This design comes from an exercise in tuning for small area and a short achievable clock period on the open sky130 flow, not from production work.
In this exercise RTL edits were held to simulation tests only and were not proved equivalent to the original.
No activity file was given, so power comes from the tool's default toggle rates.

==> flow/design.v (excerpt) <==
module pipelined_RISC(clk, rst, start, imem_addr, imem_rdata, dmem_addr, dmem_wdata, dmem_we, dmem_re, dmem_rdata);
Size in the first run: about 57000 um^2 of cells after synthesis.
export LEC_CHECK = 0
export CAP_MARGIN = 20
export CORE_MARGIN = 2
export CORE_UTILIZATION = 50
export CTS_CLUSTER_DIAMETER = 100
export CTS_CLUSTER_SIZE = 22
export SLEW_MARGIN = 20
export TNS_END_PERCENT = 10
create_clock -name core_clock -period 8.0 [get_ports {clk}]
standard.sh (not shown) runs the stock make flow with config.mk's settings and CLKGATE_MAP_FILE= SYNTH_SCRIPT=/design/flow/synth_recipe.tcl, a recipe that flattens the netlist after the stock synthesis.
==> flow/flow/run.sh <==
#!/bin/bash
set -euo pipefail
bash standard.sh SETUP_SLACK_MARGIN=5.35 MATCH_CELL_FOOTPRINT=0 \
  "BUFFER_PORTS_ARGS=-buffer_cell sky130_fd_sc_hd__buf_2" \
  finish > flow_make.log 2>&1
The baseline ran to the end with no violations.
Change:
==> flow/flow/run.sh (replaced) <==
#!/bin/bash
set -euo pipefail
bash standard.sh SETUP_SLACK_MARGIN=5.7 \
  "BUFFER_PORTS_ARGS=-buffer_cell sky130_fd_sc_hd__buf_2" \
  finish > flow_make.log 2>&1
The new run finished clean. Cell area went up by 2.3%. Die area is unchanged. Flip-flop and latch count stays the same. Worst hold slack gets worse by 0.0039 ns. Sequential share of layout area fell by 1.3 points. Sequential power hardly moves. Setup slack gains 0.075 ns.

========
Another version of the RTL of pipelined_RISC (not shown whole).
Size: roughly 4,200 cells after synthesis, about 170 I/O pins, about 0.058 sq mm of cells after synthesis.
clock: 8.0 ns
lec_check: 0
cap_margin: 20
core_margin: 2
core_utilization: 50
cts_cluster_diameter: 100
cts_cluster_size: 22
setup_slack_margin: 5
slew_margin: 20
run.sh (not shown) runs the stock make flow with config.mk's settings and CLKGATE_MAP_FILE= SYNTH_SCRIPT=/design/flow/synth_recipe.tcl, a recipe that flattens the netlist after the stock synthesis.
Stock flow here: none of the scripts above is used.
Rerun with:
==> flow/flow/run.sh (new file) <==
#!/bin/bash
set -euo pipefail
bash standard.sh SETUP_SLACK_MARGIN=5.3 finish > flow_make.log 2>&1
==> flow/standard.sh (new file) <==
#!/bin/bash
# synth_recipe.tcl (not shown) runs the flow's synth.tcl, then flattens the netlist and writes it again
# the make line also repeats each setting of config.mk as NAME=value (left out here)
make -C /OpenROAD-flow-scripts/flow DESIGN_CONFIG=/design/flow/config.mk WORK_HOME=/design/flow/orfs CLKGATE_MAP_FILE= SYNTH_SCRIPT=/design/flow/synth_recipe.tcl "${@:-finish}"
Settings changed: SETUP_SLACK_MARGIN 5 to default, TNS_END_PERCENT from default to 10.
removed: flow/run.sh
=>
- The new run completed with no timing, DRC or antenna violations
- synthesized area does not change
- sequential cell count stays the same
- fmax grows slightly
- worst setup slack improved by 19 ps
- die area is unchanged
- synthesized cell count is unchanged
- register-to-register slack improved by 20 ps
- total power barely changes
- cell count grows slightly
- worst hold slack hardly moves
- sequential share of layout area shrinks by 0.48 points

========
RTL: one of the versions met above, not the one the previous note started from.
Size in the first run: roughly 4100 cells after synthesis, ~1400 flip-flops.
Settings: LEC_CHECK=0, CAP_MARGIN=20, CORE_MARGIN=2, CORE_UTILIZATION=50, CTS_CLUSTER_DIAMETER=100, CTS_CLUSTER_SIZE=22, SETUP_SLACK_MARGIN=5, SLEW_MARGIN=20; clock period 8.0 ns.
Stock flow here: none of the scripts above is used.
Rerun with:
==> flow/flow/run.sh (new file) <==
#!/bin/bash
set -euo pipefail
bash standard.sh SETUP_SLACK_MARGIN=5.35 \
  "BUFFER_PORTS_ARGS=-buffer_cell sky130_fd_sc_hd__buf_2" \
  finish > flow_make.log 2>&1
==> flow/standard.sh (new file) <==
#!/bin/bash
# synth_recipe.tcl (not shown) runs the flow's synth.tcl, then flattens the netlist and writes it again
# the make line also repeats each setting of config.mk as NAME=value (left out here)
make -C /OpenROAD-flow-scripts/flow DESIGN_CONFIG=/design/flow/config.mk WORK_HOME=/design/flow/orfs CLKGATE_MAP_FILE= SYNTH_SCRIPT=/design/flow/synth_recipe.tcl "${@:-finish}"
- SETUP_SLACK_MARGIN: 5 -> unset
- TNS_END_PERCENT: unset -> 10
removed: flow/run.sh
What happened:
- die area stays the same
- synthesized cell count stays the same
- power is lower by 0.38%
- critical path depth is higher by 2

[re-timing with driven ports]
The results above use ideal ports. As a check the final layouts listed here were re-extracted and re-timed, cells and wires unchanged. Step 1 (the two cells are an assumption about what drives the block):
set clk [get_ports {clk}]
set_driving_cell -lib_cell sky130_fd_sc_hd__clkbuf_16 $clk
set_driving_cell -lib_cell sky130_fd_sc_hd__buf_2 [delete_from_list [all_inputs] $clk]
Step 2, shift: input delay + t, output delay - t, t = (earliest + latest rising clock arrival at the registers) / 2. This alone moves slack from input paths to output paths. Three values: ideal, step 1, step 2; two values: the first two.
run	t (ns)	setup slack, ns	hold slack, ns	worst setup path at the end	cell pins on the clock port's net
the first run of note 1	0.768	5.010 / 5.000 / 5.010	0.327 / 0.327 / 0.327	register to register	1
the second run of note 1	0.759	5.085 / 5.012 / 4.995	0.323 / 0.323 / 0.323	input to register	1
the first run of note 2	0.769	4.931 / 4.931 / 4.561	0.330 / 0.330 / 0.330	input to register	1
the second run of note 2	0.788	4.950 / 4.950 / 4.557	0.328 / 0.328 / 0.328	input to register	1
the first run of note 3	0.764	4.932 / 4.932 / 4.501	0.331 / 0.331 / 0.331	input to register	1
the second run of note 3	0.760	5.027 / 5.027 / 5.009	0.332 / 0.332 / 0.332	input to register	1
After both steps every run listed still meets setup and hold. For the first run of note 3, which loses most, drivers alone change the setup slack by 0.000 ns; drivers and shift together by -0.431 ns.
